This is an optimization exercise on Yosys and OpenROAD, whose aim is small area, a short achievable clock period and few clock cycles per item, not a production implementation.
Where RTL was checked, it was by simulation tests only, not by an equivalence proof against the original.
Power figures rest on the tool's default switching activity, not on a simulated workload.

== main ==
==> flow/design.v <==
module magma_enc(
    input  clk,
    input  rst,
    input  start,
    input  [255:0] key,
    input  [63:0] block_in,
    output ready,
    output reg valid,
    output [31:0] data,
    output [31:0] data_out
);
localparam [511:0] SB0 = 512'h1f307d8e9b5a264cf0db74e1c5a93286069c471edaf2853bb9e35a076f4d128cc24be390d618a5f70e34187bac296fd573ad0b4fc19652e82bc96af43850de71;
localparam [511:0] SB1 = 512'hc1f307d8e9b5a2646f0db74e1c5a9328b069c471edaf2853cb9e35a076f4d1287c24be390d618a5f50e34187bac296fd873ad0b4fc19652e12bc96af43850de7;
reg [31:0] kr0, kr1, kr2, kr3, kr4, kr5, kr6, kr7;
reg [31:0] rk;
reg [31:0] a1, a0;
reg [4:0]  cnt;
reg        busy;
assign ready = !busy;
assign data_out = a0;
assign data     = a1;
wire [7:0]  gen, prop;
wire [31:0] t0, t1;
genvar n;
generate
    for (n = 0; n < 8; n = n + 1) begin : nib
        wire [3:0] x = a0[4*n+3:4*n];
        wire [3:0] k = rk[4*n+3:4*n];
        wire [3:0] gg = x & k;
        wire [3:0] tt = x | k;
        wire [3:0] pp = x ^ k;
        wire [3:0] s = x + k;
        assign gen[n]  = gg[3] | tt[3] & gg[2] | tt[3] & tt[2] & gg[1] | tt[3] & tt[2] & tt[1] & gg[0];
        assign prop[n] = gg[3] | tt[3] & gg[2] | tt[3] & tt[2] & gg[1] | tt[3] & tt[2] & tt[1] & tt[0];
        wire [63:0] row  = SB0[64*(7-n) +: 64];
        wire [63:0] row1 = SB1[64*(7-n) +: 64];
        assign t0[4*n+3:4*n] = row[4*s +: 4];
        assign t1[4*n+3:4*n] = row1[4*s +: 4];
    end
endgenerate
wire [7:0] cin;
assign cin[0] = 1'b0;
generate
    for (n = 1; n < 8; n = n + 1) begin : cy
        wire [n-1:0] term;
        genvar j;
        for (j = 0; j < n; j = j + 1) begin : tm
            if (j == n - 1) begin : last
                assign term[j] = gen[j];
            end else begin : mid
                assign term[j] = gen[j] & (&prop[n-1:j+1]);
            end
        end
        assign cin[n] = |term;
    end
endgenerate
wire [31:0] a1r = {a1[10:0], a1[31:11]};
wire [31:0] blr = {block_in[10:0], block_in[31:11]};
wire [31:0] v0 = busy ? (a1r ^ t0) : blr;
wire [31:0] v1 = busy ? (a1r ^ t1) : blr;
wire [31:0] sbx;
generate
    for (n = 0; n < 8; n = n + 1) begin : sel
        assign sbx[4*n+3:4*n] = cin[n] ? v1[4*n+3:4*n] : v0[4*n+3:4*n];
    end
endgenerate
wire [31:0] a0_next = {sbx[20:0], sbx[31:21]};
reg [31:0] rk_next;
always @(*) begin
    if (cnt < 5'd23)
        rk_next = kr1;
    else
        case (cnt[1:0])
            2'd3: rk_next = kr0;    
            2'd0: rk_next = kr6;    
            2'd1: rk_next = kr4;    
            default: rk_next = kr2;  
        endcase
end
always @(posedge clk) begin
    if (!busy) begin
        kr0 <= key[255:224];
        kr1 <= key[223:192];
        kr2 <= key[191:160];
        kr3 <= key[159:128];
        kr4 <= key[127:96];
        kr5 <= key[95:64];
        kr6 <= key[63:32];
        kr7 <= key[31:0];
        rk  <= key[255:224];
        a1  <= block_in[63:32];
        cnt <= 5'd0;
    end else begin
        kr0 <= kr1;
        kr1 <= kr2;
        kr2 <= kr3;
        kr3 <= kr4;
        kr4 <= kr5;
        kr5 <= kr6;
        kr6 <= kr7;
        kr7 <= kr0;
        rk  <= rk_next;
        a1  <= a0;
        cnt <= cnt + 5'd1;
    end
end
always @(posedge clk) begin
    a0 <= a0_next;
end
always @(posedge clk) begin
    if (rst) begin
        busy  <= 1'b0;
        valid <= 1'b0;
    end else begin
        valid <= busy && (cnt == 5'd31);
        if (!busy)
            busy <= start;
        else if (cnt == 5'd31)
            busy <= 1'b0;
    end
end
endmodule
Settings: LEC_CHECK=0, ABC_AREA=1, CAP_MARGIN=20, CORE_MARGIN=2, CORE_UTILIZATION=55, CTS_CLUSTER_DIAMETER=100, CTS_CLUSTER_SIZE=24, PLACE_DENSITY=0.7, SETUP_SLACK_MARGIN=3.65, SLEW_MARGIN=20; clock period 6.0 ns.
standard.sh (not shown) runs the stock make flow with config.mk's settings and CLKGATE_MAP_FILE= SYNTH_SCRIPT=/design/flow/synth_recipe.tcl, a recipe that flattens the netlist after the stock synthesis.
==> flow/flow/run.sh <==
#!/bin/bash
cp standard.sh standard_sh.txt
export BUFFER_PORTS_ARGS="-buffer_cell sky130_fd_sc_hd__buf_1"
bash standard.sh > standard.log 2>&1
Here is what was changed in the inputs of the feature branch compared with main.
diff --git a/flow/design.v b/flow/design.v
--- a/flow/design.v
+++ b/flow/design.v
@@ -26,13 +26,17 @@
     for (n = 0; n < 8; n = n + 1) begin : nib
         wire [3:0] x = a0[4*n+3:4*n];
         wire [3:0] k = rk[4*n+3:4*n];
         wire [3:0] gg = x & k;
         wire [3:0] tt = x | k;
         wire [3:0] pp = x ^ k;
-        wire [3:0] s = x + k;
+        wire [3:0] s;
+        assign s[0]  = pp[0];
+        assign s[1]  = pp[1] ^ gg[0];
+        assign s[2]  = pp[2] ^ (gg[1] | tt[1] & x[0] & k[0]);
+        assign s[3]  = pp[3] ^ (gg[2] | tt[2] & x[1] & k[1] | tt[2] & tt[1] & x[0] & k[0]);
         assign gen[n]  = gg[3] | tt[3] & gg[2] | tt[3] & tt[2] & gg[1] | tt[3] & tt[2] & tt[1] & gg[0];
         assign prop[n] = gg[3] | tt[3] & gg[2] | tt[3] & tt[2] & gg[1] | tt[3] & tt[2] & tt[1] & tt[0];
         wire [63:0] row  = SB0[64*(7-n) +: 64];
         wire [63:0] row1 = SB1[64*(7-n) +: 64];
         assign t0[4*n+3:4*n] = row[4*s +: 4];
         assign t1[4*n+3:4*n] = row1[4*s +: 4];
Results
main consumes less power than the feature branch. The feature branch against main; maximum vdd ir drop is up slightly. Sort main and the feature branch by post-synthesis instance total, ascending, and main comes first. The feature branch ended up with a lower part of the total power dissipated in sequential elements than main did. main → the feature branch: die outline height picked up an extra about 0.9%, final critical path time including I/O delays and setup lost 0.10 ns, combinational power picked up an extra about 3%, area after detailed placement picked up an extra 1.9%. [the feature branch] final-layout worst hold slack fell 0.0033 ns relative to main.
Testbench counts of the feature branch, summed over its fixed seeds: cycles 25,344, items 768.
For main, only the layout was checked, not whether the RTL still works.

* * *

Setup of v6:
Another version of the RTL of magma_enc (not shown whole).
For scale: about 360 flip-flops, roughly 390 I/O pins.
==> module magma_enc, before the edit <==
module magma_enc(
    input  clk,
    input  rst,
    input  start,
    input  [255:0] key,
    input  [63:0] block_in,
    output ready,
    output reg valid,
    output [31:0] data,
    output [31:0] data_out
);
localparam [511:0] SB0 = 512'h1f307d8e9b5a264cf0db74e1c5a93286069c471edaf2853bb9e35a076f4d128cc24be390d618a5f70e34187bac296fd573ad0b4fc19652e82bc96af43850de71;
localparam [511:0] SB1 = 512'hc1f307d8e9b5a2646f0db74e1c5a9328b069c471edaf2853cb9e35a076f4d1287c24be390d618a5f50e34187bac296fd873ad0b4fc19652e12bc96af43850de7;
localparam [511:0] SB4 = 512'h264c1f307d8e9b5a3286f0db74e1c5a9853b069c471edaf2128cb9e35a076f4da5f7c24be390d6186fd50e34187bac2952e873ad0b4fc196de712bc96af43850;
localparam [511:0] SB5 = 512'ha264c1f307d8e9b593286f0db74e1c5a2853b069c471edafd128cb9e35a076f48a5f7c24be390d6196fd50e34187bac2652e873ad0b4fc190de712bc96af4385;
reg [31:0] kr0, kr1, kr2, kr3, kr4, kr5, kr6, kr7;
reg [31:0] rk;
reg [31:0] a1, a0;
reg [4:0]  cnt;
reg        busy;
assign ready = !busy;
assign data_out = a0;
assign data     = a1;
wire [7:0]  gen, prop;
wire [31:0] t0, t1;
genvar n;
generate
    for (n = 0; n < 8; n = n + 1) begin : nib
        wire [3:0] x = a0[4*n+3:4*n];
        wire [3:0] k = rk[4*n+3:4*n];
        wire [3:0] gg = x & k;
        wire [3:0] tt = x | k;
        wire [3:0] pp = x ^ k;
        wire [3:0] v;
        assign v[0] = pp[0];
        assign v[1] = pp[1] ^ gg[0];
        assign v[2] = pp[2];
        assign v[3] = pp[3] ^ gg[2];
        wire lc = gg[1] | tt[1] & x[0] & k[0];
        assign gen[n]  = gg[3] | tt[3] & gg[2] | tt[3] & tt[2] & gg[1] | tt[3] & tt[2] & tt[1] & gg[0];
        assign prop[n] = gg[3] | tt[3] & gg[2] | tt[3] & tt[2] & gg[1] | tt[3] & tt[2] & tt[1] & tt[0];
        wire [63:0] r0 = SB0[64*(7-n) +: 64];
        wire [63:0] r1 = SB1[64*(7-n) +: 64];
        wire [63:0] r4 = SB4[64*(7-n) +: 64];
        wire [63:0] r5 = SB5[64*(7-n) +: 64];
        assign t0[4*n+3:4*n] = lc ? r4[4*v +: 4] : r0[4*v +: 4];
        assign t1[4*n+3:4*n] = lc ? r5[4*v +: 4] : r1[4*v +: 4];
    end
endgenerate
wire [7:0] cin;
assign cin[0] = 1'b0;
generate
    for (n = 1; n < 8; n = n + 1) begin : cy
        wire [n-1:0] term;
        genvar j;
        for (j = 0; j < n; j = j + 1) begin : tm
            if (j == n - 1) begin : last
                assign term[j] = gen[j];
            end else begin : mid
                assign term[j] = gen[j] & (&prop[n-1:j+1]);
            end
        end
        assign cin[n] = |term;
    end
endgenerate
wire [31:0] a1r = {a1[10:0], a1[31:11]};
wire [31:0] blr = {block_in[10:0], block_in[31:11]};
wire [31:0] v0 = busy ? (a1r ^ t0) : blr;
wire [31:0] v1 = busy ? (a1r ^ t1) : blr;
wire [31:0] sbx;
generate
    for (n = 0; n < 8; n = n + 1) begin : sel
        assign sbx[4*n+3:4*n] = cin[n] ? v1[4*n+3:4*n] : v0[4*n+3:4*n];
    end
endgenerate
wire [31:0] a0_next = {sbx[20:0], sbx[31:21]};
reg [31:0] rk_next;
always @(*) begin
    if (cnt < 5'd23)
        rk_next = kr1;
    else
        case (cnt[1:0])
            2'd3: rk_next = kr0;    
            2'd0: rk_next = kr6;    
            2'd1: rk_next = kr4;    
            default: rk_next = kr2;  
        endcase
end
always @(posedge clk) begin
    if (!busy) begin
        kr0 <= key[255:224];
        kr1 <= key[223:192];
        kr2 <= key[191:160];
        kr3 <= key[159:128];
        kr4 <= key[127:96];
        kr5 <= key[95:64];
        kr6 <= key[63:32];
        kr7 <= key[31:0];
        rk  <= key[255:224];
        a1  <= block_in[63:32];
        cnt <= 5'd0;
    end else begin
        kr0 <= kr1;
        kr1 <= kr2;
        kr2 <= kr3;
        kr3 <= kr4;
        kr4 <= kr5;
        kr5 <= kr6;
        kr6 <= kr7;
        kr7 <= kr0;
        rk  <= rk_next;
        a1  <= a0;
        cnt <= cnt + 5'd1;
    end
end
always @(posedge clk) begin
    a0 <= a0_next;
end
always @(posedge clk) begin
    if (rst) begin
        busy  <= 1'b0;
        valid <= 1'b0;
    end else begin
        valid <= busy && (cnt == 5'd31);
        if (!busy)
            busy <= start;
        else if (cnt == 5'd31)
            busy <= 1'b0;
    end
end
endmodule
clock: 6.0 ns
lec_check: 0
abc_area: 1
cap_margin: 20
core_margin: 2
core_utilization: 55
cts_cluster_diameter: 100
cts_cluster_size: 24
place_density: 0.7
setup_slack_margin: 3.65
slew_margin: 20
Scripts as last shown in full above: flow/flow/run.sh
Setup changes, v6 to v7
--- a/flow/design.v
+++ b/flow/design.v
@@ -9,12 +9,10 @@
     output [31:0] data,
     output [31:0] data_out
 );
 localparam [511:0] SB0 = 512'h1f307d8e9b5a264cf0db74e1c5a93286069c471edaf2853bb9e35a076f4d128cc24be390d618a5f70e34187bac296fd573ad0b4fc19652e82bc96af43850de71;
 localparam [511:0] SB1 = 512'hc1f307d8e9b5a2646f0db74e1c5a9328b069c471edaf2853cb9e35a076f4d1287c24be390d618a5f50e34187bac296fd873ad0b4fc19652e12bc96af43850de7;
-localparam [511:0] SB4 = 512'h264c1f307d8e9b5a3286f0db74e1c5a9853b069c471edaf2128cb9e35a076f4da5f7c24be390d6186fd50e34187bac2952e873ad0b4fc196de712bc96af43850;
-localparam [511:0] SB5 = 512'ha264c1f307d8e9b593286f0db74e1c5a2853b069c471edafd128cb9e35a076f48a5f7c24be390d6196fd50e34187bac2652e873ad0b4fc190de712bc96af4385;
 reg [31:0] kr0, kr1, kr2, kr3, kr4, kr5, kr6, kr7;
 reg [31:0] rk;
 reg [31:0] a1, a0;
 reg [4:0]  cnt;
 reg        busy;
@@ -29,24 +27,21 @@
         wire [3:0] x = a0[4*n+3:4*n];
         wire [3:0] k = rk[4*n+3:4*n];
         wire [3:0] gg = x & k;
         wire [3:0] tt = x | k;
         wire [3:0] pp = x ^ k;
-        wire [3:0] v;
-        assign v[0] = pp[0];
-        assign v[1] = pp[1] ^ gg[0];
-        assign v[2] = pp[2];
-        assign v[3] = pp[3] ^ gg[2];
-        wire lc = gg[1] | tt[1] & x[0] & k[0];
+        wire [3:0] s;
+        assign s[0]  = pp[0];
+        assign s[1]  = pp[1] ^ gg[0];
+        assign s[2]  = pp[2] ^ (gg[1] | tt[1] & x[0] & k[0]);
+        assign s[3]  = pp[3] ^ (gg[2] | tt[2] & x[1] & k[1] | tt[2] & tt[1] & x[0] & k[0]);
         assign gen[n]  = gg[3] | tt[3] & gg[2] | tt[3] & tt[2] & gg[1] | tt[3] & tt[2] & tt[1] & gg[0];
         assign prop[n] = gg[3] | tt[3] & gg[2] | tt[3] & tt[2] & gg[1] | tt[3] & tt[2] & tt[1] & tt[0];
-        wire [63:0] r0 = SB0[64*(7-n) +: 64];
-        wire [63:0] r1 = SB1[64*(7-n) +: 64];
-        wire [63:0] r4 = SB4[64*(7-n) +: 64];
-        wire [63:0] r5 = SB5[64*(7-n) +: 64];
-        assign t0[4*n+3:4*n] = lc ? r4[4*v +: 4] : r0[4*v +: 4];
-        assign t1[4*n+3:4*n] = lc ? r5[4*v +: 4] : r1[4*v +: 4];
+        wire [63:0] row  = SB0[64*(7-n) +: 64];
+        wire [63:0] row1 = SB1[64*(7-n) +: 64];
+        assign t0[4*n+3:4*n] = row[4*s +: 4];
+        assign t1[4*n+3:4*n] = row1[4*s +: 4];
     end
 endgenerate
 wire [7:0] cin;
 assign cin[0] = 1'b0;
 generate
@@ -63,16 +58,16 @@
         assign cin[n] = |term;
     end
 endgenerate
 wire [31:0] a1r = {a1[10:0], a1[31:11]};
 wire [31:0] blr = {block_in[10:0], block_in[31:11]};
-wire [31:0] v0 = busy ? (a1r ^ t0) : blr;
-wire [31:0] v1 = busy ? (a1r ^ t1) : blr;
+wire [31:0] v0 = a1r ^ t0;
+wire [31:0] v1 = a1r ^ t1;
 wire [31:0] sbx;
 generate
     for (n = 0; n < 8; n = n + 1) begin : sel
-        assign sbx[4*n+3:4*n] = cin[n] ? v1[4*n+3:4*n] : v0[4*n+3:4*n];
+        assign sbx[4*n+3:4*n] = !busy ? blr[4*n+3:4*n] : cin[n] ? v1[4*n+3:4*n] : v0[4*n+3:4*n];
     end
 endgenerate
 wire [31:0] a0_next = {sbx[20:0], sbx[31:21]};
 reg [31:0] rk_next;
 always @(*) begin
Findings:
Summary — via count of the first global-routing pass, v7 relative to v6: lower, by about 7.5%.
Against v6, total length of routed wires in v7 came out better.
Compared with v6, v7 shows total power that has gone down by more than 10%.
Setup WNS v6 -> v7: worse
The adder-cell share of the synthesized area of v7 and that of v6 are within noise of each other.
Going from v6 to v7, routability congestion estimate from global placement grew by 1.2%; clock network fraction of design power increased by 3.4 points relative to the old numbers.
Largest stage delay on the critical path on v7 is down relative to v6.
v7 gives less final cell count than v6 did.
Comparing wire length of the first global-routing pass for v6 and v7, the bigger number came from v6.
On clock-pin slew of the registers on the worst-case setup and hold paths, v6 tracks v7 almost exactly.
In the metrics for v6 and v7, the one carrying the lower final area is v7.
Compared to v6, v7 has part of the power in combinational logic 9.6 points lower.
Testbench counts of v7, summed over its fixed seeds: cycles 25,344, items 768.
Only the layout flow was run in v6; the RTL was not checked for function there.

afterwards: timing with drivers on the ports:
The flow's constraints put no driver on any port. The routed layouts listed below were extracted and timed again, unchanged, in two steps.
Step 1: set_driving_cell puts a clkbuf_16 on clk and a buf_2 on each other input, an assumption about the parent block.
Step 2 adds t to the input delays and takes it off the output delays; t is the mean of the earliest and latest rising clock arrival at the registers after step 1. Input paths then give back, and output paths get back, about the clock's delay inside the block.
Slacks: ideal / step 1 / step 2; pairs: ideal / step 1.
run | shift t [ns] | setup WS [ns] | worst slew at a driven data input, ns
main | 0.579 | 3.533 / 3.480 / 3.747 | 0.10
the feature branch | 0.577 | 3.638 / 3.584 / 3.735 | 0.08
v6 | 0.579 | 3.678 / 3.624 / 3.743 | 0.09
v7 | 0.576 | 3.671 / 3.621 / 3.768 | 0.09
After both steps setup and hold are still met in every run listed.
